Source: an optimization exercise on an open RTL-to-GDS flow (aim: small area and a short achievable clock period). Production flows keep margins and buffers that such runs may drop. Function was not checked in any run shown here: the RTL went through the layout flow alone. Power is estimated from default activity; no workload was simulated.

==> flow/design.v, too long to show whole: its modules and the start of the top module <==
// module ArithmaticUnit: 391 lines
// module pa_aoi22: 3 lines
// module pa_aoi222: 3 lines
// module pa_nand2: 3 lines
// module pa_xnor2: 3 lines
// module pa_xor2: 3 lines
// module pa_and2: 3 lines
// module pa_maj3: 3 lines
// module pa_nor2: 3 lines
// module pa_inv: 3 lines
// module pa_aoi21: 3 lines
// module pa_oai21: 3 lines
// module pa_fa: 4 lines
// module pa_ha: 4 lines
module ArithmaticUnit(
		input wire clock_i, isWb_i, enable_i,
		input wire [4:0] wbAddress_i,
		input wire [6:0] opCode_i,
		input wire [15:0] pOperand_i, sOperand_i,
		output reg wbEnable_o,
		output reg [4:0] wbAddress_o,
		output reg [15:0] wbData_o,
		output reg [1:0] statusWriteback_o  
    );
  // ...
==> flow/flow/run.sh <==
#!/bin/bash
# Standard ORFS layout, with smaller port buffers and free cell resizing.
set -euo pipefail
bash standard.sh MATCH_CELL_FOOTPRINT=0 ABC_LOAD_IN_FF=1 "BUFFER_PORTS_ARGS=-buffer_cell sky130_fd_sc_hd__buf_1" finish > make_finish.log 2>&1
==> flow/standard.sh <==
#!/bin/bash
# synth_recipe.tcl (not shown) runs the flow's synth.tcl, then flattens the netlist and writes it again
# the make line also repeats each setting of config.mk as NAME=value (left out here)
make -C /OpenROAD-flow-scripts/flow DESIGN_CONFIG=/design/flow/config.mk WORK_HOME=/design/flow/orfs CLKGATE_MAP_FILE= SYNTH_SCRIPT=/design/flow/synth_recipe.tcl "${@:-finish}"
==> flow/config.mk <==
export PLATFORM = sky130hd
export DESIGN_NAME = ArithmaticUnit
export DESIGN_NICKNAME = ArithmaticUnit
export VERILOG_FILES = /design/flow/design.v
export SDC_FILE = /design/flow/constraint.sdc
export NUM_CORES = 4
export LEC_CHECK = 0
export CAP_MARGIN = 20
export CORE_MARGIN = 2
export CORE_UTILIZATION = 60
export SETUP_SLACK_MARGIN = 2.5
export SLEW_MARGIN = 20
export SYNTH_HIERARCHICAL = 1
export SYNTH_MINIMUM_KEEP_SIZE = 0
==> flow/constraint.sdc <==
create_clock -name core_clock -period 8.0 [get_ports {clock_i}]
set_input_delay 1.6000 -clock core_clock [delete_from_list [all_inputs] [get_ports {clock_i}]]
set_output_delay 1.6000 -clock core_clock [all_outputs]
set_load 0.01 [all_outputs]
==> flow_metrics.py, run 1 <==
metrics = {
    "worst_hold_path": {
        "hp-start": "wbAddress_i[1]",
        "hold_class": "input pin to flip-flop",
    },
    "cts": {
        "cts.path.max_buffers": 2,
        "clk_pin_slew_ns": 0.10,
        "cts_buffers": 3,
        "htree_num_levels": 1,
    },
    "sta": {
        "setup-violations-final": 0,
        "setup_slack_ns": 2.810,
        "maxSlewHeadroom": 0.4280,
        "finalSetupTns_ns": 0,
    },
    "synth": {
        "avgSynthCellArea_sq_um": 8.477,
        "yosysWarnings": 7,
        "synthCells": 542,
        "synth_fp_nets": 591,
        "synth_top_area_share": 0.2459,
        "synth-main-ff-cell": "edfxtp_1",
        "synth_fa_ha_area_frac": 0.1108,
    },
    "critical_path": {
        "cp.depth": 16,
        "critPathLaunch": "opCode_i[0]",
        "crit_family": "adder cells",
        "arrival_ns": 5.22,
    },
    "drt": {
        "ant_nets": 0,
        "wl_met1_mm": 5.287,
        "wl_per_cell_um": 16.19,
        "drc": 0,
        "wl_met2_mm": 5.633,
    },
    "place": {
        "place_ws_ns": 1.776,
        "place.gp.congestion": 0.9821,
    },
    "final_layout": {
        "fin_util": 0.7139,
        "buf_share": 0.07530,
        "nNonClkBuffers": 87,
        "multi_input_area_sq_mm": 0.003897,
        "design.seq.count": 24,
        "inverters": 7,
        "final_cell_count_no_fill": 730,
        "area_growth_pct": 13.92,
        "seq_share": 0.1377,
        "largest_register_ffs": 16,
    },
    "floorplan": {
        "io_pins": 71,
        "fp.dieH_um": 91.51,
    },
    "power": {
        "leakage_uw": 0.002005,
        "powerComb_uw": 1070,
        "p_int_uw": 682.8,
    },
    "run_status": {
        "outcome": "finished clean",
    },
}
==> run 2, diff against run 1 <==
--- a/flow/design.v
+++ b/flow/design.v
@@ -174,71 +174,71 @@
 	wire ng6 = neg[6];
 	wire pp7_14_n; pa_nand2 u_pp7_14_n (.a(one[7]), .b(S[0]), .y(pp7_14_n));
 	wire pp7_14; pa_xnor2 u_pp7_14 (.a(pp7_14_n), .b(neg[7]), .y(pp7_14));
 	wire pp7_15_n; pa_aoi22 u_pp7_15_n (.a(one[7]), .b(S[1]), .c(two[7]), .d(S[0]), .y(pp7_15_n));
 	wire pp7_15; pa_xnor2 u_pp7_15 (.a(pp7_15_n), .b(neg[7]), .y(pp7_15));
 	wire ng7 = neg[7];
 	wire xp0 = as & P[0];
 	wire xp1 = as & P[1];
-	wire hs0, hc0; pa_xor2 u_hs0 (.a(ng5), .b(pp2_10), .y(hs0)); pa_and2 u_hc0 (.a(ng5), .b(pp2_10), .y(hc0));
-	wire hs1, hc1; pa_xor2 u_hs1 (.a(pp2_11), .b(pp3_11), .y(hs1)); pa_and2 u_hc1 (.a(pp2_11), .b(pp3_11), .y(hc1));
-	wire hs2, hc2; pa_xor2 u_hs2 (.a(ng6), .b(pp2_12), .y(hs2)); pa_and2 u_hc2 (.a(ng6), .b(pp2_12), .y(hc2));
+	wire hs0, hc0; pa_ha u_hs0 (.a(ng5), .b(pp2_10), .s(hs0), .co(hc0));
+	wire hs1, hc1; pa_ha u_hs1 (.a(pp2_11), .b(pp3_11), .s(hs1), .co(hc1));
+	wire hs2, hc2; pa_ha u_hs2 (.a(ng6), .b(pp2_12), .s(hs2), .co(hc2));
 	wire fs0_x, fs0, fc0; pa_xor2 u_fs0_x (.a(pp3_12), .b(pp4_12), .y(fs0_x)); pa_xor2 u_fs0 (.a(fs0_x), .b(pp5_12), .y(fs0)); pa_maj3 u_fc0 (.a(pp3_12), .b(pp4_12), .c(pp5_12), .y(fc0));
-	wire hs3, hc3; pa_xor2 u_hs3 (.a(pp2_13), .b(pp3_13), .y(hs3)); pa_and2 u_hc3 (.a(pp2_13), .b(pp3_13), .y(hc3));
+	wire hs3, hc3; pa_ha u_hs3 (.a(pp2_13), .b(pp3_13), .s(hs3), .co(hc3));
 	wire fs1_x, fs1, fc1; pa_xor2 u_fs1_x (.a(pp4_13), .b(pp5_13), .y(fs1_x)); pa_xor2 u_fs1 (.a(fs1_x), .b(pp6_13), .y(fs1)); pa_maj3 u_fc1 (.a(pp4_13), .b(pp5_13), .c(pp6_13), .y(fc1));
-	wire hs4, hc4; pa_xor2 u_hs4 (.a(ng7), .b(pp2_14), .y(hs4)); pa_and2 u_hc4 (.a(ng7), .b(pp2_14), .y(hc4));
+	wire hs4, hc4; pa_ha u_hs4 (.a(ng7), .b(pp2_14), .s(hs4), .co(hc4));
 	wire fs2_x, fs2, fc2; pa_xor2 u_fs2_x (.a(pp3_14), .b(pp4_14), .y(fs2_x)); pa_xor2 u_fs2 (.a(fs2_x), .b(pp0_14), .y(fs2)); pa_maj3 u_fc2 (.a(pp3_14), .b(pp4_14), .c(pp0_14), .y(fc2));
 	wire fs3_x, fs3, fc3; pa_xor2 u_fs3_x (.a(pp5_14), .b(pp6_14), .y(fs3_x)); pa_xor2 u_fs3 (.a(fs3_x), .b(pp7_14), .y(fs3)); pa_maj3 u_fc3 (.a(pp5_14), .b(pp6_14), .c(pp7_14), .y(fc3));
-	wire hs5, hc5; pa_xor2 u_hs5 (.a(pp2_15), .b(pp3_15), .y(hs5)); pa_and2 u_hc5 (.a(pp2_15), .b(pp3_15), .y(hc5));
+	wire hs5, hc5; pa_ha u_hs5 (.a(pp2_15), .b(pp3_15), .s(hs5), .co(hc5));
 	wire fs4_x, fs4, fc4; pa_xor2 u_fs4_x (.a(pp4_15), .b(pp5_15), .y(fs4_x)); pa_xor2 u_fs4 (.a(fs4_x), .b(pp1_15), .y(fs4)); pa_maj3 u_fc4 (.a(pp4_15), .b(pp5_15), .c(pp1_15), .y(fc4));
 	wire fs5_x, fs5, fc5; pa_xor2 u_fs5_x (.a(pp6_15), .b(pp7_15), .y(fs5_x)); pa_xor2 u_fs5 (.a(fs5_x), .b(pp0_15), .y(fs5)); pa_maj3 u_fc5 (.a(pp6_15), .b(pp7_15), .c(pp0_15), .y(fc5));
-	wire hs6, hc6; pa_xor2 u_hs6 (.a(ng3), .b(pp2_6), .y(hs6)); pa_and2 u_hc6 (.a(ng3), .b(pp2_6), .y(hc6));
-	wire hs7, hc7; pa_xor2 u_hs7 (.a(pp2_7), .b(pp3_7), .y(hs7)); pa_and2 u_hc7 (.a(pp2_7), .b(pp3_7), .y(hc7));
-	wire hs8, hc8; pa_xor2 u_hs8 (.a(ng4), .b(pp2_8), .y(hs8)); pa_and2 u_hc8 (.a(ng4), .b(pp2_8), .y(hc8));
+	wire hs6, hc6; pa_ha u_hs6 (.a(ng3), .b(pp2_6), .s(hs6), .co(hc6));
+	wire hs7, hc7; pa_ha u_hs7 (.a(pp2_7), .b(pp3_7), .s(hs7), .co(hc7));
+	wire hs8, hc8; pa_ha u_hs8 (.a(ng4), .b(pp2_8), .s(hs8), .co(hc8));
 	wire fs6_x, fs6, fc6; pa_xor2 u_fs6_x (.a(pp3_8), .b(pp4_8), .y(fs6_x)); pa_xor2 u_fs6 (.a(fs6_x), .b(pp0_8), .y(fs6)); pa_maj3 u_fc6 (.a(pp3_8), .b(pp4_8), .c(pp0_8), .y(fc6));
-	wire hs9, hc9; pa_xor2 u_hs9 (.a(pp2_9), .b(pp3_9), .y(hs9)); pa_and2 u_hc9 (.a(pp2_9), .b(pp3_9), .y(hc9));
+	wire hs9, hc9; pa_ha u_hs9 (.a(pp2_9), .b(pp3_9), .s(hs9), .co(hc9));
 	wire fs7_x, fs7, fc7; pa_xor2 u_fs7_x (.a(pp4_9), .b(pp0_9), .y(fs7_x)); pa_xor2 u_fs7 (.a(fs7_x), .b(pp1_9), .y(fs7)); pa_maj3 u_fc7 (.a(pp4_9), .b(pp0_9), .c(pp1_9), .y(fc7));
 	wire fs8_x, fs8, fc8; pa_xor2 u_fs8_x (.a(pp3_10), .b(pp4_10), .y(fs8_x)); pa_xor2 u_fs8 (.a(fs8_x), .b(hs0), .y(fs8)); pa_maj3 u_fc8 (.a(pp3_10), .b(pp4_10), .c(hs0), .y(fc8));
 	wire fs9_x, fs9, fc9; pa_xor2 u_fs9_x (.a(pp5_10), .b(pp0_10), .y(fs9_x)); pa_xor2 u_fs9 (.a(fs9_x), .b(pp1_10), .y(fs9)); pa_maj3 u_fc9 (.a(pp5_10), .b(pp0_10), .c(pp1_10), .y(fc9));
 	wire fs10_x, fs10, fc10; pa_xor2 u_fs10_x (.a(pp4_11), .b(pp5_11), .y(fs10_x)); pa_xor2 u_fs10 (.a(fs10_x), .b(hs1), .y(fs10)); pa_maj3 u_fc10 (.a(pp4_11), .b(pp5_11), .c(hs1), .y(fc10));
 	wire fs11_x, fs11, fc11; pa_xor2 u_fs11_x (.a(pp0_11), .b(pp1_11), .y(fs11_x)); pa_xor2 u_fs11 (.a(fs11_x), .b(hc0), .y(fs11)); pa_maj3 u_fc11 (.a(pp0_11), .b(pp1_11), .c(hc0), .y(fc11));
 	wire fs12_x, fs12, fc12; pa_xor2 u_fs12_x (.a(pp6_12), .b(pp0_12), .y(fs12_x)); pa_xor2 u_fs12 (.a(fs12_x), .b(fs0), .y(fs12)); pa_maj3 u_fc12 (.a(pp6_12), .b(pp0_12), .c(fs0), .y(fc12));
 	wire fs13_x, fs13, fc13; pa_xor2 u_fs13_x (.a(pp1_12), .b(hc1), .y(fs13_x)); pa_xor2 u_fs13 (.a(fs13_x), .b(hs2), .y(fs13)); pa_maj3 u_fc13 (.a(pp1_12), .b(hc1), .c(hs2), .y(fc13));
 	wire fs14_x, fs14, fc14; pa_xor2 u_fs14_x (.a(pp0_13), .b(pp1_13), .y(fs14_x)); pa_xor2 u_fs14 (.a(fs14_x), .b(fs1), .y(fs14)); pa_maj3 u_fc14 (.a(pp0_13), .b(pp1_13), .c(fs1), .y(fc14));
 	wire fs15_x, fs15, fc15; pa_xor2 u_fs15_x (.a(hc2), .b(hs3), .y(fs15_x)); pa_xor2 u_fs15 (.a(fs15_x), .b(fc0), .y(fs15)); pa_maj3 u_fc15 (.a(hc2), .b(hs3), .c(fc0), .y(fc15));
 	wire fs16_x, fs16, fc16; pa_xor2 u_fs16_x (.a(pp1_14), .b(hc3), .y(fs16_x)); pa_xor2 u_fs16 (.a(fs16_x), .b(fs3), .y(fs16)); pa_maj3 u_fc16 (.a(pp1_14), .b(hc3), .c(fs3), .y(fc16));
 	wire fs17_x, fs17, fc17; pa_xor2 u_fs17_x (.a(hs4), .b(fc1), .y(fs17_x)); pa_xor2 u_fs17 (.a(fs17_x), .b(fs2), .y(fs17)); pa_maj3 u_fc17 (.a(hs4), .b(fc1), .c(fs2), .y(fc17));
 	wire fs18_x, fs18, fc18; pa_xor2 u_fs18_x (.a(hc4), .b(hs5), .y(fs18_x)); pa_xor2 u_fs18 (.a(fs18_x), .b(fc2), .y(fs18)); pa_maj3 u_fc18 (.a(hc4), .b(hs5), .c(fc2), .y(fc18));
 	wire fs19_x, fs19, fc19; pa_xor2 u_fs19_x (.a(fc3), .b(fs4), .y(fs19_x)); pa_xor2 u_fs19 (.a(fs19_x), .b(fs5), .y(fs19)); pa_maj3 u_fc19 (.a(fc3), .b(fs4), .c(fs5), .y(fc19));
-	wire hs10, hc10; pa_xor2 u_hs10 (.a(ng2), .b(pp2_4), .y(hs10)); pa_and2 u_hc10 (.a(ng2), .b(pp2_4), .y(hc10));
-	wire hs11, hc11; pa_xor2 u_hs11 (.a(pp2_5), .b(pp0_5), .y(hs11)); pa_and2 u_hc11 (.a(pp2_5), .b(pp0_5), .y(hc11));
+	wire hs10, hc10; pa_ha u_hs10 (.a(ng2), .b(pp2_4), .s(hs10), .co(hc10));
+	wire hs11, hc11; pa_ha u_hs11 (.a(pp2_5), .b(pp0_5), .s(hs11), .co(hc11));
 	wire fs20_x, fs20, fc20; pa_xor2 u_fs20_x (.a(pp3_6), .b(pp0_6), .y(fs20_x)); pa_xor2 u_fs20 (.a(fs20_x), .b(pp1_6), .y(fs20)); pa_maj3 u_fc20 (.a(pp3_6), .b(pp0_6), .c(pp1_6), .y(fc20));
 	wire fs21_x, fs21, fc21; pa_xor2 u_fs21_x (.a(pp0_7), .b(pp1_7), .y(fs21_x)); pa_xor2 u_fs21 (.a(fs21_x), .b(hc6), .y(fs21)); pa_maj3 u_fc21 (.a(pp0_7), .b(pp1_7), .c(hc6), .y(fc21));
 	wire fs22_x, fs22, fc22; pa_xor2 u_fs22_x (.a(pp1_8), .b(hc7), .y(fs22_x)); pa_xor2 u_fs22 (.a(fs22_x), .b(hs8), .y(fs22)); pa_maj3 u_fc22 (.a(pp1_8), .b(hc7), .c(hs8), .y(fc22));
 	wire fs23_x, fs23, fc23; pa_xor2 u_fs23_x (.a(hc8), .b(hs9), .y(fs23_x)); pa_xor2 u_fs23 (.a(fs23_x), .b(fc6), .y(fs23)); pa_maj3 u_fc23 (.a(hc8), .b(hs9), .c(fc6), .y(fc23));
-	wire fs24_x, fs24, fc24; pa_xor2 u_fs24_x (.a(hc9), .b(fc7), .y(fs24_x)); pa_xor2 u_fs24 (.a(fs24_x), .b(fs8), .y(fs24)); pa_maj3 u_fc24 (.a(hc9), .b(fc7), .c(fs8), .y(fc24));
-	wire fs25_x, fs25, fc25; pa_xor2 u_fs25_x (.a(fc9), .b(fs10), .y(fs25_x)); pa_xor2 u_fs25 (.a(fs25_x), .b(fs11), .y(fs25)); pa_maj3 u_fc25 (.a(fc9), .b(fs10), .c(fs11), .y(fc25));
-	wire fs26_x, fs26, fc26; pa_xor2 u_fs26_x (.a(fc11), .b(fc10), .y(fs26_x)); pa_xor2 u_fs26 (.a(fs26_x), .b(fs13), .y(fs26)); pa_maj3 u_fc26 (.a(fc11), .b(fc10), .c(fs13), .y(fc26));
-	wire fs27_x, fs27, fc27; pa_xor2 u_fs27_x (.a(fc13), .b(fs14), .y(fs27_x)); pa_xor2 u_fs27 (.a(fs27_x), .b(fs15), .y(fs27)); pa_maj3 u_fc27 (.a(fc13), .b(fs14), .c(fs15), .y(fc27));
-	wire fs28_x, fs28, fc28; pa_xor2 u_fs28_x (.a(fs16), .b(fc15), .y(fs28_x)); pa_xor2 u_fs28 (.a(fs28_x), .b(fc14), .y(fs28)); pa_maj3 u_fc28 (.a(fs16), .b(fc15), .c(fc14), .y(fc28));
+	wire fs24_x, fs24, fc24; pa_xor2 u_fs24_x (.a(hc9), .b(fc7), .y(fs24_x)); pa_xor2 u_fs24 (.a(fs24_x), .b(fs9), .y(fs24)); pa_maj3 u_fc24 (.a(hc9), .b(fc7), .c(fs9), .y(fc24));
+	wire fs25_x, fs25, fc25; pa_xor2 u_fs25_x (.a(fc9), .b(fs11), .y(fs25_x)); pa_xor2 u_fs25 (.a(fs25_x), .b(fs10), .y(fs25)); pa_maj3 u_fc25 (.a(fc9), .b(fs11), .c(fs10), .y(fc25));
+	wire fs26_x, fs26, fc26; pa_xor2 u_fs26_x (.a(fc11), .b(fs12), .y(fs26_x)); pa_xor2 u_fs26 (.a(fs26_x), .b(fc10), .y(fs26)); pa_maj3 u_fc26 (.a(fc11), .b(fs12), .c(fc10), .y(fc26));
+	wire fs27_x, fs27, fc27; pa_xor2 u_fs27_x (.a(fs14), .b(fc13), .y(fs27_x)); pa_xor2 u_fs27 (.a(fs27_x), .b(fs15), .y(fs27)); pa_maj3 u_fc27 (.a(fs14), .b(fc13), .c(fs15), .y(fc27));
+	wire fs28_x, fs28, fc28; pa_xor2 u_fs28_x (.a(fc15), .b(fs16), .y(fs28_x)); pa_xor2 u_fs28 (.a(fs28_x), .b(fc14), .y(fs28)); pa_maj3 u_fc28 (.a(fc15), .b(fs16), .c(fc14), .y(fc28));
 	wire fs29_x, fs29, fc29; pa_xor2 u_fs29_x (.a(fs18), .b(fc16), .y(fs29_x)); pa_xor2 u_fs29 (.a(fs29_x), .b(fc17), .y(fs29)); pa_maj3 u_fc29 (.a(fs18), .b(fc16), .c(fc17), .y(fc29));
-	wire hs12, hc12; pa_xor2 u_hs12 (.a(xp0), .b(ng0), .y(hs12)); pa_and2 u_hc12 (.a(xp0), .b(ng0), .y(hc12));
-	wire hs13, hc13; pa_xor2 u_hs13 (.a(xp1), .b(pp0_1), .y(hs13)); pa_and2 u_hc13 (.a(xp1), .b(pp0_1), .y(hc13));
+	wire hs12, hc12; pa_ha u_hs12 (.a(xp0), .b(ng0), .s(hs12), .co(hc12));
+	wire hs13, hc13; pa_ha u_hs13 (.a(xp1), .b(pp0_1), .s(hs13), .co(hc13));
 	wire fs30_x, fs30, fc30; pa_xor2 u_fs30_x (.a(ng1), .b(pp0_2), .y(fs30_x)); pa_xor2 u_fs30 (.a(fs30_x), .b(pp1_2), .y(fs30)); pa_maj3 u_fc30 (.a(ng1), .b(pp0_2), .c(pp1_2), .y(fc30));
-	wire hs14, hc14; pa_xor2 u_hs14 (.a(pp0_3), .b(pp1_3), .y(hs14)); pa_and2 u_hc14 (.a(pp0_3), .b(pp1_3), .y(hc14));
+	wire hs14, hc14; pa_ha u_hs14 (.a(pp0_3), .b(pp1_3), .s(hs14), .co(hc14));
 	wire fs31_x, fs31, fc31; pa_xor2 u_fs31_x (.a(pp0_4), .b(pp1_4), .y(fs31_x)); pa_xor2 u_fs31 (.a(fs31_x), .b(hs10), .y(fs31)); pa_maj3 u_fc31 (.a(pp0_4), .b(pp1_4), .c(hs10), .y(fc31));
 	wire fs32_x, fs32, fc32; pa_xor2 u_fs32_x (.a(pp1_5), .b(hc10), .y(fs32_x)); pa_xor2 u_fs32 (.a(fs32_x), .b(hs11), .y(fs32)); pa_maj3 u_fc32 (.a(pp1_5), .b(hc10), .c(hs11), .y(fc32));
 	wire fs33_x, fs33, fc33; pa_xor2 u_fs33_x (.a(hs6), .b(hc11), .y(fs33_x)); pa_xor2 u_fs33 (.a(fs33_x), .b(fs20), .y(fs33)); pa_maj3 u_fc33 (.a(hs6), .b(hc11), .c(fs20), .y(fc33));
 	wire fs34_x, fs34, fc34; pa_xor2 u_fs34_x (.a(hs7), .b(fc20), .y(fs34_x)); pa_xor2 u_fs34 (.a(fs34_x), .b(fs21), .y(fs34)); pa_maj3 u_fc34 (.a(hs7), .b(fc20), .c(fs21), .y(fc34));
 	wire fs35_x, fs35, fc35; pa_xor2 u_fs35_x (.a(fs6), .b(fc21), .y(fs35_x)); pa_xor2 u_fs35 (.a(fs35_x), .b(fs22), .y(fs35)); pa_maj3 u_fc35 (.a(fs6), .b(fc21), .c(fs22), .y(fc35));
 	wire fs36_x, fs36, fc36; pa_xor2 u_fs36_x (.a(fs7), .b(fc22), .y(fs36_x)); pa_xor2 u_fs36 (.a(fs36_x), .b(fs23), .y(fs36)); pa_maj3 u_fc36 (.a(fs7), .b(fc22), .c(fs23), .y(fc36));
-	wire fs37_x, fs37, fc37; pa_xor2 u_fs37_x (.a(fs9), .b(fc23), .y(fs37_x)); pa_xor2 u_fs37 (.a(fs37_x), .b(fs24), .y(fs37)); pa_maj3 u_fc37 (.a(fs9), .b(fc23), .c(fs24), .y(fc37));
+	wire fs37_x, fs37, fc37; pa_xor2 u_fs37_x (.a(fs8), .b(fc23), .y(fs37_x)); pa_xor2 u_fs37 (.a(fs37_x), .b(fs24), .y(fs37)); pa_maj3 u_fc37 (.a(fs8), .b(fc23), .c(fs24), .y(fc37));
 	wire fs38_x, fs38, fc38; pa_xor2 u_fs38_x (.a(fc8), .b(fc24), .y(fs38_x)); pa_xor2 u_fs38 (.a(fs38_x), .b(fs25), .y(fs38)); pa_maj3 u_fc38 (.a(fc8), .b(fc24), .c(fs25), .y(fc38));
-	wire fs39_x, fs39, fc39; pa_xor2 u_fs39_x (.a(fs12), .b(fc25), .y(fs39_x)); pa_xor2 u_fs39 (.a(fs39_x), .b(fs26), .y(fs39)); pa_maj3 u_fc39 (.a(fs12), .b(fc25), .c(fs26), .y(fc39));
+	wire fs39_x, fs39, fc39; pa_xor2 u_fs39_x (.a(fs13), .b(fc25), .y(fs39_x)); pa_xor2 u_fs39 (.a(fs39_x), .b(fs26), .y(fs39)); pa_maj3 u_fc39 (.a(fs13), .b(fc25), .c(fs26), .y(fc39));
 	wire fs40_x, fs40, fc40; pa_xor2 u_fs40_x (.a(fc12), .b(fc26), .y(fs40_x)); pa_xor2 u_fs40 (.a(fs40_x), .b(fs27), .y(fs40)); pa_maj3 u_fc40 (.a(fc12), .b(fc26), .c(fs27), .y(fc40));
 	wire fs41_x, fs41, fc41; pa_xor2 u_fs41_x (.a(fs17), .b(fc27), .y(fs41_x)); pa_xor2 u_fs41 (.a(fs41_x), .b(fs28), .y(fs41)); pa_maj3 u_fc41 (.a(fs17), .b(fc27), .c(fs28), .y(fc41));
 	wire fs42_x, fs42, fc42; pa_xor2 u_fs42_x (.a(fs19), .b(fc28), .y(fs42_x)); pa_xor2 u_fs42 (.a(fs42_x), .b(fs29), .y(fs42)); pa_maj3 u_fc42 (.a(fs19), .b(fc28), .c(fs29), .y(fc42));
 	wire [15:0] ra = {fc41, fc40, fc39, fc38, fc37, fc36, fc35, fc34, fc33, fc32, fc31, hc14, fc30, hc13, hc12, hs12};
 	wire [15:0] rb = {fs42, fs41, fs40, fs39, fs38, fs37, fs36, fs35, fs34, fs33, fs32, fs31, hs14, fs30, hs13, pp0_0};
 	wire [15:0] p0;
 	pa_xor2 u_p0_0 (.a(ra[0]), .b(rb[0]), .y(p0[0]));
 	wire gn0_0, tn0_0; pa_nand2 u_gn0_0 (.a(ra[0]), .b(rb[0]), .y(gn0_0)); pa_nor2 u_tn0_0 (.a(ra[0]), .b(rb[0]), .y(tn0_0));
@@ -372,27 +372,34 @@
 	pa_xnor2 u_sum_9 (.a(p0[9]), .b(g4_8), .y(sum[9]));
 	pa_xnor2 u_sum_10 (.a(p0[10]), .b(g4_9), .y(sum[10]));
 	pa_xnor2 u_sum_11 (.a(p0[11]), .b(g4_10), .y(sum[11]));
 	pa_xnor2 u_sum_12 (.a(p0[12]), .b(g4_11), .y(sum[12]));
 	pa_xnor2 u_sum_13 (.a(p0[13]), .b(g4_12), .y(sum[13]));
 	pa_xnor2 u_sum_14 (.a(p0[14]), .b(g4_13), .y(sum[14]));
 	pa_xnor2 u_sum_15 (.a(p0[15]), .b(g4_14), .y(sum[15]));
 	assign sum[16] = ~g4_15;
-	wire cearly_n = ~(hc5 | fc4 | fc5 | fc18 | fc19 | fc29 | fc42);
-	wire cout; pa_nand2 u_cout (.a(g4_15), .b(cearly_n), .y(cout));
+	wire x15 = P[15] ^ S[15] ^ (opCode_i[1] & ~opCode_i[0]);
+	wire cout_g1 = x15 ? p0[15] : P[15];    
+	wire cout_g0 = x15 ? ~p0[15] : P[15];   
+	wire ovf1_n = ~(~opCode_i[1] & cout_g1), ovf0_n = ~(~opCode_i[1] & cout_g0);
+	wire unf1_n = ~(opCode_i[1] & ~cout_g1), unf0_n = ~(opCode_i[1] & ~cout_g0);
+	wire ovf_d, unf_d;
+	pa_mux2i u_ovf (.s(g4_14), .a1(ovf0_n), .a0(ovf1_n), .y(ovf_d));
+	pa_mux2i u_unf (.s(g4_14), .a1(unf0_n), .a0(unf1_n), .y(unf_d));
+	wire cout = g4_14 ? cout_g0 : cout_g1;
 	wire arith = ~|opCode_i[6:2];
 	always @(posedge clock_i)
 	begin
 		if (enable_i)
 		begin
 			wbEnable_o <= isWb_i & |opCode_i;
 			wbAddress_o <= wbAddress_i;
 			if (arith) wbData_o <= sum[15:0];
-			if (arith & as) statusWriteback_o <= {~opCode_i[1] & cout, opCode_i[1] & ~cout};
+			if (arith & as) statusWriteback_o <= {ovf_d, unf_d};
 		end
 	end
 endmodule
 module pa_aoi22(input wire a, b, c, d, output wire y);
 	assign y = ~((a & b) | (c & d));
 endmodule
 module pa_aoi222(input wire a, b, c, d, e, f, output wire y);
 	assign y = ~((a & b) | (c & d) | (e & f));
@@ -410,16 +417,22 @@
 	assign y = a & b;
 endmodule
 module pa_maj3(input wire a, b, c, output wire y);
 	assign y = (a & b) | (a & c) | (b & c);
 endmodule
 module pa_nor2(input wire a, b, output wire y);
 	assign y = ~(a | b);
 endmodule
+module pa_mux2i(input wire s, a1, a0, output wire y);
+	assign y = ~(s ? a1 : a0);
+endmodule
+module pa_ao21(input wire a1, a2, b1, output wire y);
+	assign y = (a1 & a2) | b1;
+endmodule
 module pa_inv(input wire a, output wire y);
 	assign y = ~a;
 endmodule
 module pa_aoi21(input wire a1, a2, b1, output wire y);
 	assign y = ~((a1 & a2) | b1);
 endmodule
 module pa_oai21(input wire a1, a2, b1, output wire y);
 	assign y = ~((a1 | a2) & b1);
==> flow/config.mk (replaced) <==
export PLATFORM = sky130hd
export DESIGN_NAME = ArithmaticUnit
export DESIGN_NICKNAME = ArithmaticUnit
export VERILOG_FILES = /design/flow/design.v
export SDC_FILE = /design/flow/constraint.sdc
export NUM_CORES = 4
export LEC_CHECK = 0
export CAP_MARGIN = 20
export CORE_MARGIN = 2
export CORE_UTILIZATION = 45
export SETUP_SLACK_MARGIN = 2.5
export SLEW_MARGIN = 20
export SYNTH_HIERARCHICAL = 1
export SYNTH_MINIMUM_KEEP_SIZE = 0
==> run 2 against run 1 <==
Net effect: highest routed layer unchanged; maximum frequency up 1.2%; sequential power up 2%; total power down 6.2%; global-route usage down 6.7 points; largest cell class unchanged; clock power down 37%; via count down 6.1%; hold slack better by 0.010 ns; still clean; worst setup slack better by 0.061 ns; largest power group unchanged; die area up 29%.
==> flow_metrics.py, run 2 <==
metrics = {
    "synth": {
        "synth_fp_nets": 589,
        "syn_area_sq_mm": 0.004494,
        "yosysWarnings": 7,
        "synth-async-reset-ratio": 0,
        "synthTopCellsByCount": "115 x xor2_1, 82 x xnor2_1, 52 x a22oi_1",
        "avgSynthCellArea_sq_um": 8.577,
        "synthCells": 524,
        "yosys_register_bits": 24,
        "synth-main-ff-cell": "edfxtp_1",
        "synth_edf_count": 24,
        "synth.area.top_cells": "xor2_1 22%, edfxtp_1 16%, xnor2_1 16%",
        "yosysTopAreaCell": "xor2_1",
        "yosysMostFrequentCell": "xor2_1",
        "ys_types": 25,
        "synth_top_area_share": 0.2241,
        "ys_seq_area_frac": 0.1604,
    },
    "place": {
        "place.gp.congestion": 0.8777,
        "io_buffers": 70,
        "placed_area_sq_mm": 0.004954,
        "hpwl_mm": 9.562,
    },
    "final_layout": {
        "reg.largest.list": "wbData_o: 16 flops, wbAddress_o: 5 flops, statusWriteback_o: 2 flops",
        "largest_register_ffs": 16,
        "stdcell_area_sq_mm": 0.005079,
        "top_register": "wbData_o",
        "layout_common_cells": "115 x xor2_1, 82 x xnor2_1, 69 x buf_1",
        "antenna_cells": 0,
        "nNetsFinal": 668,
        "final_common_cell": "xor2_1",
        "multi_input_area_sq_mm": 0.003815,
        "fillers": 1004,
        "area_growth_pct": 13.00,
        "regArea_sq_um": 720.7,
        "drive_above_1_share": 0.1080,
    },
    "floorplan": {
        "dieArea_sq_mm": 0.01080,
        "fp.dieW_um": 103.9,
        "design.core.area_sq_mm": 0.009729,
        "fp.dieH_um": 103.9,
        "io_pins": 71,
        "rows": 36,
        "initial_core_util": 0.4619,
    },
    "drt": {
        "drtIter0Drc": 239,
        "drc": 0,
        "wl_mm": 11.78,
        "drt-pass1-iter-count": 6,
        "vias": 4073,
        "avgViaCountPerCell": 5.541,
        "wl_per_cell_um": 16.03,
        "ant_nets": 0,
    },
    "power": {
        "seq_power_share": 0.155,
        "power.total_uw": 1286,
        "swShare": 0.5013,
        "combPwrFrac": 0.791,
        "netSwitchingPower_uw": 644.5,
        "vdd_drop_max_v": 0.0001067,
        "p_int_uw": 641.1,
        "powerDensity_mw_per_mm2": 253.1,
        "clkPwrFrac": 0.054,
        "leakage_uw": 0.001927,
    },
    "sta": {
        "rsz0062_at_grt": "no",
        "fmax_mhz": 195.0,
        "maxSlewHeadroom": 0.3011,
        "fin_crit_ns": 5.129,
        "period_share": 0.6411,
        "drv_slew": 0,
        "setup-violations-final": 0,
        "finalHoldViolCount": 0,
        "finalSetupTns_ns": 0,
        "tightest_slew_ns": 1.048,
    },
    "grt": {
        "grt_pass1_wl_mm": 18.83,
        "first_global_vias": 3923,
        "antenna_found_initial": 0,
        "grt_usage": 0.2124,
        "grt_overflow": 0,
        "grt_start_max_net_pins": 23,
    },
    "cts": {
        "cts_root_buffer": "clkbuf_8",
        "cts_buffers": 3,
        "cts_num_sinks": 24,
        "cts.path.max_buffers": 2,
        "htree_num_levels": 1,
        "cts_tree": "done",
        "cts_hold_buf": 0,
        "clk_pin_slew_ns": 0.08,
    },
    "critical_path": {
        "path_class": "input pin to flip-flop",
        "arrival_ns": 5.14,
        "cp.required_ns": 8.01,
        "cp-start-kind": "input pin",
        "worstPathMaxFanout": 22,
        "cp-end-kind": "flip-flop",
    },
    "run": {
        "cap_violations": 0,
    },
    "worst_hold_path": {
        "hold_class": "input pin to flip-flop",
    },
    "run_status": {
        "outcome": "finished clean",
    },
}
==> run 2: changes by cell type in the layout (fill, tap and decap cells not counted), moves of 6 or more <==
| cell | before | now |
|---|---|---|
| or3b_1 | 6 | 0 |
| and2_0 | 22 | 7 |
| maj3_2 | 43 | 37 |
| xor2_1 | 129 | 115 |
| buf_4 | 17 | 6 |
| ha_1 | 1 | 16 |
==> run 2: critical path: stages <==
cell and delay, ns:
clkbuf_2 0.17, ha_4 0.27, nand2_1 0.09, nor2_2 0.27, buf_4 0.26, a22oi_1 0.10, xnor2_1 0.27, xor2_1 0.21
xor2_1 0.30, maj3_2 0.29, xor2_1 0.16, xor2_1 0.29, nor2_1 0.14, nor2_1 0.20, nand2_1 0.09, o21ai_1 0.16
a21oi_2 0.09, xnor2_1 0.15
==> run 2: timing repair <==
item / CTS / global route
buffers inserted: 0 / 1
gates cloned: 0 / 0
gates resized for setup: 16 / 18
endpoints found under the setup margin: 8 / 7
pin swaps: 0 / 3
==> run 2: power groups by stage <==
stage	combinational (uW)	sequential (uW)	clock [uW]
after floorplan	797	205	0
after global placement	996	202	0
after detailed placement	1010	202	0
after CTS	1020	199	73.1
after global routing	1130	199	77.1
final	1020	199	69.5
==> run 2: cells by family (layout without fill, tap and decap cells) <==
kind of cell             after synthesis  in the layout  synth area share
XOR/XNOR                             197            197            0.3839
AO/OA/AOI/OAI                        124            124            0.1871
AND/OR/NAND/NOR                      114            114            0.1147
adder cells (fa/ha/maj)               55             55            0.1428
flip-flops                            24             24            0.1604
buffers and inverters                  8             86          0.006682
multiplexers                           2              2          0.004455
==> run 2: metrics by stage <==
stage,hold WS [ns],cells,setup slack [ns],utilization
3_5_place_dp,1.770,730,1.641,0.5091
2_1_floorplan,1.699,524,2.538,-
3_3_place_gp,1.770,730,1.615,0.5091
6_report,1.501,735,2.871,0.5220
5_1_grt,1.504,735,2.594,0.5220
4_1_cts,1.490,734,2.512,0.5162
==> run 2: final timing paths <==
path                           start              to  slack, ns  cells after the start
worst max-delay path     opCode_i[1]    wbData_o[15]       2.87                     18
worst min-delay path  wbAddress_i[4]  wbAddress_o[4]       1.50                      1
==> run 2: final cells by class <==
cell class | count | share of cell area
tap | 133 | 0.03277
inverter | 6 | 0.004435
multi-input combinational | 492 | 0.7512
clock buffer | 3 | 0.008130
sequential | 24 | 0.1419
timing repair buffer | 76 | 0.06085
clock inverter | 1 | 0.0007391
==> run 2: Yosys stat by module (local to each module, per instance), a selection <==
| module | cells | area [sq um] | times used |
|---|---|---|---|
| ArithmaticUnit | 100 | 1202 | 1 |
| pa_aoi21 | 1 | 5.005 | 20 |
| pa_aoi22 | 1 | 7.507 | 52 |
| pa_aoi222 | 1 | 10.01 | 13 |
| pa_ha | 1 | 12.51 | 15 |
| pa_mux2i | 1 | 10.01 | 2 |
| pa_nor2 | 1 | 3.754 | 34 |
| pa_oai21 | 1 | 5.005 | 25 |
| pa_xor2 | 1 | 8.758 | 107 |
==> run 2: routing by layer <==
| layer | part of all wire | GRT usage | wire length, um |
|---|---|---|---|
| met2 | 0.50 | 0.3849 | 5904 |
| met1 | 0.44 | 0.2625 | 5210 |
| met3 | 0.032 | 0.01253 | 373 |
| met5 | 0 | 0 | 0 |
| met4 | 0.025 | 0.08398 | 293 |
==> run 3, diff against run 2 <==
--- a/flow/config.mk
+++ b/flow/config.mk
@@ -9,5 +9,5 @@
 export CORE_MARGIN = 2
 export CORE_UTILIZATION = 45
-export SETUP_SLACK_MARGIN = 2.5
+export SETUP_SLACK_MARGIN = 2.2
 export SLEW_MARGIN = 20
 export SYNTH_HIERARCHICAL = 1
==> run 3 against run 2 <==
Net effect: die area stayed put; worst setup slack lost 0.31 ns; first-iteration DRC count grew 8.8%; hold slack barely moved; core utilization decreased by 0.58 points; routed wire length decreased by 0.31%; final cell count is 0.14% lower; non-clock buffer count down 1; critical endpoint is now statusWriteback_o[1]; largest power group unchanged.
==> flow_metrics.py, run 3 <==
metrics = {
    "synth": {
        "synthCells": 524,
        "syn_area_sq_mm": 0.004494,
        "synth.area.top_cells": "xor2_1 22%, edfxtp_1 16%, xnor2_1 16%",
        "yosysWarnings": 7,
        "yosysTopAreaCell": "xor2_1",
        "ys_seq_area_frac": 0.1604,
        "yosys_register_bits": 24,
        "synthTopCellsByCount": "115 x xor2_1, 82 x xnor2_1, 52 x a22oi_1",
        "avgSynthCellArea_sq_um": 8.577,
        "yosysMostFrequentCell": "xor2_1",
        "ys_types": 25,
        "synth_edf_count": 24,
        "synth-async-reset-ratio": 0,
        "synth_fp_nets": 589,
        "synth_top_area_share": 0.2241,
        "synth-main-ff-cell": "edfxtp_1",
    },
    "place": {
        "dp.cells": 730,
        "place.gp.congestion": 0.8777,
        "hpwl_mm": 9.562,
        "io_buffers": 70,
    },
    "cts": {
        "cts_root_buffer": "clkbuf_8",
        "htree_num_levels": 1,
        "cts_num_sinks": 24,
        "clk_pin_slew_ns": 0.08,
        "cts_buffers": 3,
        "cts.path.max_buffers": 2,
        "cts_tree": "done",
    },
    "sta": {
        "finalHoldViolCount": 0,
        "finalSetupTns_ns": 0,
        "fmax_mhz": 183.9,
        "setup-violations-final": 0,
        "fin_crit_ns": 5.439,
        "rsz0062_at_grt": "no",
        "drv_slew": 0,
        "tightest_slew_ns": 1.052,
        "period_share": 0.6799,
        "maxSlewHeadroom": 0.2985,
    },
    "grt": {
        "grt_overflow": 0,
        "grt_start_max_net_pins": 23,
        "first_global_vias": 3914,
        "grt_usage": 0.2115,
        "antenna_found_initial": 0,
        "grt_pass1_wl_mm": 18.74,
    },
    "floorplan": {
        "rows": 36,
        "initial_core_util": 0.4619,
        "fp.dieH_um": 103.9,
        "fp.dieW_um": 103.9,
        "dieArea_sq_mm": 0.01080,
        "design.core.area_sq_mm": 0.009729,
        "io_pins": 71,
    },
    "drt": {
        "drt-pass1-iter-count": 6,
        "ant_nets": 0,
        "wl_per_cell_um": 16.00,
        "avgViaCountPerCell": 5.578,
        "wl_mm": 11.74,
        "drtIter0Drc": 260,
        "vias": 4094,
        "drc": 0,
    },
    "power": {
        "swShare": 0.5013,
        "netSwitchingPower_uw": 640.4,
        "seq_power_share": 0.156,
        "clkPwrFrac": 0.054,
        "leakage_uw": 0.001905,
        "vdd_drop_max_v": 0.0001067,
        "combPwrFrac": 0.790,
        "p_int_uw": 637.1,
        "powerDensity_mw_per_mm2": 254.4,
    },
    "final_layout": {
        "nNetsFinal": 667,
        "largest_register_ffs": 16,
        "layout_common_cells": "115 x xor2_1, 82 x xnor2_1, 70 x buf_1",
        "final_common_cell": "xor2_1",
        "antenna_cells": 0,
        "reg.largest.list": "wbData_o: 16 flops, wbAddress_o: 5 flops, statusWriteback_o: 2 flops",
        "drive_above_1_share": 0.08486,
        "top_register": "wbData_o",
        "area_growth_pct": 11.75,
        "final_cell_count_no_fill": 734,
    },
    "critical_path": {
        "cp.required_ns": 8.01,
        "arrival_ns": 5.45,
        "cp-start-kind": "input pin",
        "cp-end-kind": "flip-flop",
        "worstPathMaxFanout": 22,
        "path_class": "input pin to flip-flop",
    },
    "worst_hold_path": {
        "hp-start": "wbAddress_i[4]",
        "holdPathStages": 1,
        "min_to": "wbAddress_o[4]",
        "hold_class": "input pin to flip-flop",
    },
    "run_status": {
        "outcome": "finished clean",
    },
    "run": {
        "cap_violations": 0,
    },
}
run 3: cell types whose count changed in the layout (fill, tap and decap cells not counted), moves of 2 or more:
cell,change
and2_2,-7
a21oi_2,-2
a21boi_4,-3
a21boi_2,+2
and2_0,+3
a21oi_1,+2
and2_1,+4
run 3: how the worst max path moves through the flow:
stage                           end  slack, ns   startpoint  cells after the start
6_report       statusWriteback_o[1]       2.56  opCode_i[1]                     17
5_1_grt        statusWriteback_o[1]       2.21  opCode_i[1]                     17
4_1_cts        statusWriteback_o[0]       2.32  opCode_i[1]                     17
3_5_place_dp   statusWriteback_o[0]       1.64  opCode_i[1]                     17
3_3_place_gp   statusWriteback_o[1]       1.61  opCode_i[1]                     16
2_1_floorplan  statusWriteback_o[0]       2.54  opCode_i[0]                     16
run 3: metrics by stage:
step           instance area [sq um]  power, uW  hold WS, ns  utilization  setup WS [ns]
2_1_floorplan                   4494       1002        1.699            -          2.538
3_3_place_gp                    4954       1198        1.770       0.5091          1.615
3_5_place_dp                    4954       1213        1.770       0.5091          1.641
4_1_cts                         5005       1286        1.490       0.5144          2.317
5_1_grt                         5022       1399        1.504       0.5162          2.210
6_report                        5022       1278        1.501       0.5162          2.561
run 3: power by group through the flow:
| stage | registers, uW | clock network, uW | logic (uW) |
|---|---|---|---|
| 2_1_floorplan | 205 | 0 | 797 |
| 3_3_place_gp | 202 | 0 | 996 |
| 3_5_place_dp | 202 | 0 | 1010 |
| 4_1_cts | 199 | 73.1 | 1010 |
| 5_1_grt | 199 | 77.1 | 1120 |
| 6_report | 199 | 69.6 | 1010 |
run 3: Yosys stat by module, one instance, submodules excluded:
module | cells inside | times used
ArithmaticUnit | 100 | 1
pa_aoi21 | 1 | 20
pa_aoi22 | 1 | 52
pa_aoi222 | 1 | 13
pa_ha | 1 | 15
pa_inv | 1 | 4
pa_maj3 | 1 | 37
pa_mux2i | 1 | 2
pa_nand2 | 1 | 33
pa_nor2 | 1 | 34
pa_oai21 | 1 | 25
pa_xnor2 | 1 | 82
pa_xor2 | 1 | 107
run 3: cells by family after synthesis:
kind of cell / count (synthesis) / synth area share
AO/OA/AOI/OAI: 124 / 0.1871
XOR/XNOR: 197 / 0.3839
multiplexers: 2 / 0.004455
AND/OR/NAND/NOR: 114 / 0.1147
adder cells (fa/ha/maj): 55 / 0.1428
flip-flops: 24 / 0.1604
buffers and inverters: 8 / 0.006682
run 3: critical path: stages:
cell and delay, ns:
buf_1 0.26, ha_4 0.30, nand2_1 0.07, nor2_1 0.40
buf_4 0.29, a22oi_1 0.10, xnor2_1 0.21, maj3_2 0.39
maj3_2 0.33, xor2_1 0.18, xor2_1 0.20, nor2_1 0.21
nor2_1 0.10, a21oi_1 0.21, o21ai_1 0.09, a21oi_1 0.36
mux2i_1 0.13
run 3: repair_timing:
item,CTS,global route
endpoints found under the setup margin,5,6
buffers inserted,0,0
hold buffers,0,0
resized for setup,6,9
pin swaps,0,0
endpoints found under the hold margin,0,0
run 3: per-layer routing:
layer  wire [um]  vias to the layer above  share of wire  GRT usage
met5           0                        -              0          0
met4         311                        0          0.026    0.08398
met3         401                       22          0.034    0.01253
met1        5212                     1917           0.44     0.2614
met2        5819                      115           0.50     0.3830
li1            -                     2040              -          -
run 3: layout make-up:
cell class / instances / area, sq um
fillers: 1009 / 4707
multi-input cells: 492 / 3767
flip-flops and latches: 24 / 720.7
repair buffers: 75 / 300.3
well taps: 133 / 166.4
clock buffers: 3 / 41.29
inverters: 6 / 22.52
clock inverters: 1 / 3.754
==> run 4, diff against run 3 <==
--- a/flow/config.mk
+++ b/flow/config.mk
@@ -9,5 +9,5 @@
 export CORE_MARGIN = 2
 export CORE_UTILIZATION = 45
-export SETUP_SLACK_MARGIN = 2.2
+export SETUP_SLACK_MARGIN = 2.35
 export SLEW_MARGIN = 20
 export SYNTH_HIERARCHICAL = 1
==> run 4 against run 3 <==
Net effect: maximum frequency increased by 1.8%; count of clock-buffer cells in the layout unchanged; largest cell class unchanged; highest routed layer unchanged; die area unchanged; still clean on timing, DRC and antenna.
==> flow_metrics.py, run 4 <==
metrics = {
    "synth": {
        "synth-main-ff-cell": "edfxtp_1",
        "yosys.area_share.simple": 0.1147,
        "synth-async-reset-ratio": 0,
        "synthCells": 524,
        "synth_fp_nets": 589,
        "synthTopCellsByCount": "115 x xor2_1, 82 x xnor2_1, 52 x a22oi_1",
        "synth.area.top_cells": "xor2_1 22%, edfxtp_1 16%, xnor2_1 16%",
        "syn_area_sq_mm": 0.004494,
        "synth_edf_count": 24,
        "avgSynthCellArea_sq_um": 8.577,
        "synth_fa_ha_area_frac": 0.1428,
        "yosysWarnings": 7,
        "synth_top_area_share": 0.2241,
        "yosys_register_bits": 24,
        "yosysMostFrequentCell": "xor2_1",
        "ys_types": 25,
        "synth_top_family_by_area": "XOR/XNOR gates",
        "synth_xor_xnor_area_share": 0.3839,
        "synth_compound_area_frac": 0.1871,
        "synthMuxAreaShare": 0.004454,
        "ys_seq_area_frac": 0.1604,
        "yosysTopAreaCell": "xor2_1",
    },
    "final_layout": {
        "reg.largest.list": "wbData_o: 16 flops, wbAddress_o: 5 flops, statusWriteback_o: 2 flops",
        "antenna_cells": 0,
        "final_common_cell": "xor2_1",
        "layout_common_cells": "115 x xor2_1, 82 x xnor2_1, 70 x buf_1",
        "top_register": "wbData_o",
        "regArea_sq_um": 720.7,
        "fillers": 1006,
        "largest_register_ffs": 16,
        "drive_above_1_share": 0.09151,
        "multi_input_area_sq_mm": 0.003777,
        "area_growth_pct": 11.97,
        "fin_util": 0.5172,
        "nNetsFinal": 667,
        "final_cell_count_no_fill": 734,
    },
    "sta": {
        "setup-violations-final": 0,
        "rsz0062_at_grt": "no",
        "fin_crit_ns": 5.345,
        "finalSetupTns_ns": 0,
        "finalHoldViolCount": 0,
        "maxSlewHeadroom": 0.2988,
        "tightest_slew_ns": 1.052,
        "period_share": 0.6681,
        "setup_slack_ns": 2.655,
        "fmax_mhz": 187.1,
        "drv_slew": 0,
    },
    "floorplan": {
        "design.core.area_sq_mm": 0.009729,
        "initial_core_util": 0.4619,
        "fp.dieW_um": 103.9,
        "dieArea_sq_mm": 0.01080,
        "rows": 36,
        "io_pins": 71,
        "fp.dieH_um": 103.9,
    },
    "run": {
        "cap_violations": 0,
    },
    "run_status": {
        "outcome": "finished clean",
    },
    "grt": {
        "grt_start_max_net_pins": 23,
        "grt_overflow": 0,
        "antenna_found_initial": 0,
        "first_global_vias": 3914,
        "grt_usage": 0.2116,
        "grt_pass1_wl_mm": 18.75,
    },
    "cts": {
        "cts.path.max_buffers": 2,
        "cts_hold_buf": 0,
        "cts_num_sinks": 24,
        "post_cts_buffers": 0,
        "cts_buffers": 3,
        "htree_num_levels": 1,
        "cts_tree": "done",
        "clk_pin_slew_ns": 0.08,
        "cts_root_buffer": "clkbuf_8",
    },
    "critical_path": {
        "arrival_ns": 5.36,
        "cp-end-kind": "flip-flop",
        "cp-start-kind": "input pin",
        "worstPathMaxFanout": 9,
        "path_class": "input pin to flip-flop",
        "cp.required_ns": 8.01,
    },
    "drt": {
        "avgViaCountPerCell": 5.584,
        "drt-pass1-iter-count": 6,
        "drtIter0Drc": 241,
        "ant_nets": 0,
        "wl_per_cell_um": 15.96,
        "wl_mm": 11.71,
        "vias": 4099,
        "drc": 0,
    },
    "place": {
        "hpwl_mm": 9.562,
        "io_buffers": 70,
        "place.gp.congestion": 0.8777,
        "dp.cells": 730,
        "place_ws_ns": 1.641,
    },
    "power": {
        "power.total_uw": 1284,
        "leakage_uw": 0.001905,
        "powerDensity_mw_per_mm2": 255.1,
        "vdd_drop_max_v": 0.0001067,
    },
    "worst_hold_path": {
        "hold_class": "input pin to flip-flop",
        "min_to": "wbAddress_o[4]",
        "holdPathStages": 1,
        "hp-start": "wbAddress_i[4]",
    },
}
==> run 4: cell counts after synthesis <==
Identical to the previous run, type by type.
==> run 4: cells by family after synthesis <==
group,after synthesis
multiplexers,2
AND/OR/NAND/NOR,114
XOR/XNOR,197
AO/OA/AOI/OAI,124
adder cells (fa/ha/maj),55
buffers and inverters,8
flip-flops,24
==> run 4: per-layer routing <==
layer / GRT usage / up-vias / wire length (um) / share of wire
li1: - / 2040 / - / -
met3: 0.01253 / 24 / 460 / 0.039
met2: 0.3830 / 128 / 5796 / 0.49
met1: 0.2618 / 1907 / 5122 / 0.44
met5: 0 / - / 0 / 0
met4: 0.08398 / 0 / 332 / 0.028
==> run 4: layout make-up <==
| type | count | area share |
|---|---|---|
| clock buffer | 3 | 0.008205 |
| sequential | 24 | 0.1432 |
| multi-input combinational | 492 | 0.7506 |
| clock inverter | 1 | 0.0007459 |
| tap | 133 | 0.03307 |
| inverter | 6 | 0.004475 |
| timing repair buffer | 75 | 0.05967 |
==> run 4: metrics by stage <==
stage | hold slack [ns] | instance area, sq um
after CTS | 1.490 | 5009
after global placement | 1.770 | 4954
after detailed placement | 1.770 | 4954
final | 1.501 | 5032
after global routing | 1.504 | 5032
after floorplan | 1.699 | 4494
==> run 4: report_power, final <==
part / total (uW) / switching, uW / internal [uW]
Clock: 69.6 / 35.4 / 34.2
Sequential: 199 / 1.28 / 197
Combinational: 1020 / 608 / 408
==> run 4: worst max path at each step <==
stage,slack [ns],to,cells past startpoint,from
floorplan,2.54,statusWriteback_o[0],16,opCode_i[0]
global placement,1.61,statusWriteback_o[1],16,opCode_i[1]
detailed placement,1.64,statusWriteback_o[0],17,opCode_i[1]
CTS,2.37,statusWriteback_o[0],16,opCode_i[1]
global route,2.37,statusWriteback_o[1],17,opCode_i[1]
finish,2.66,wbData_o[15],16,opCode_i[1]
==> run 4: what timing repair did <==
item	in CTS	in global routing
hold endpoints to repair	0	0
pin swaps	0	0
resized for setup	11	8
endpoints found under the setup margin	7	8
==> run 4: critical path, stage by stage <==
cell and delay [ns]:
buf_1 0.26, inv_1 0.13, a21oi_1 0.72, a22oi_1 0.27
xnor2_1 0.28, xor2_1 0.20, xor2_1 0.27, xor2_1 0.20
xor2_1 0.28, xor2_1 0.31, nor2_1 0.14, nor2_1 0.20
nand2_1 0.09, o21ai_1 0.16, a21oi_2 0.09, xnor2_1 0.15
==> run 4: modules after synthesis (local to each module, per instance) <==
module / cell area, sq um / flip-flops and latches / times used / cells inside
pa_aoi21: 5.005 / 0 / 20 / 1
pa_oai21: 5.005 / 0 / 25 / 1
ArithmaticUnit: 1202 / 24 / 1 / 100
pa_xnor2: 8.758 / 0 / 82 / 1
pa_maj3: 11.26 / 0 / 37 / 1
pa_nand2: 3.754 / 0 / 33 / 1
pa_nor2: 3.754 / 0 / 34 / 1
pa_xor2: 8.758 / 0 / 107 / 1
pa_ha: 12.51 / 0 / 15 / 1
pa_mux2i: 10.01 / 0 / 2 / 1
pa_aoi222: 10.01 / 0 / 13 / 1
pa_inv: 3.754 / 0 / 4 / 1
pa_aoi22: 7.507 / 0 / 52 / 1

re-timing with driven ports:
No port has a modelled driver above. Below, the same layouts with a new extraction and two added sets of constraints. Step 1 assumes that a clkbuf_16 drives the clock port and a buf_2 every other input. Step 2 times the ports against the registers' clock, not the clock port: input delays grow and output delays shrink by t, the midpoint of the rising clock arrivals with the driver on. a / b / c = ideal / step 1 / step 2; a / b = the first two.
run	t (ns)	setup WS [ns]	clock arrival spread, ns	worst register clock-pin slew, ns
run 1	0.295	2.810 / 2.806 / 2.511	0.003 / 0.004	0.10 / 0.10
run 2	0.286	2.871 / 2.876 / 2.589	0.007 / 0.007	0.08 / 0.08
run 3	0.286	2.561 / 2.566 / 2.279	0.008 / 0.007	0.08 / 0.08
run 4	0.286	2.655 / 2.660 / 2.374	0.008 / 0.008	0.08 / 0.08
After both steps every run listed still meets setup and hold. For run 1, which loses most, drivers alone change the setup slack by -0.004 ns; drivers and shift together by -0.299 ns.
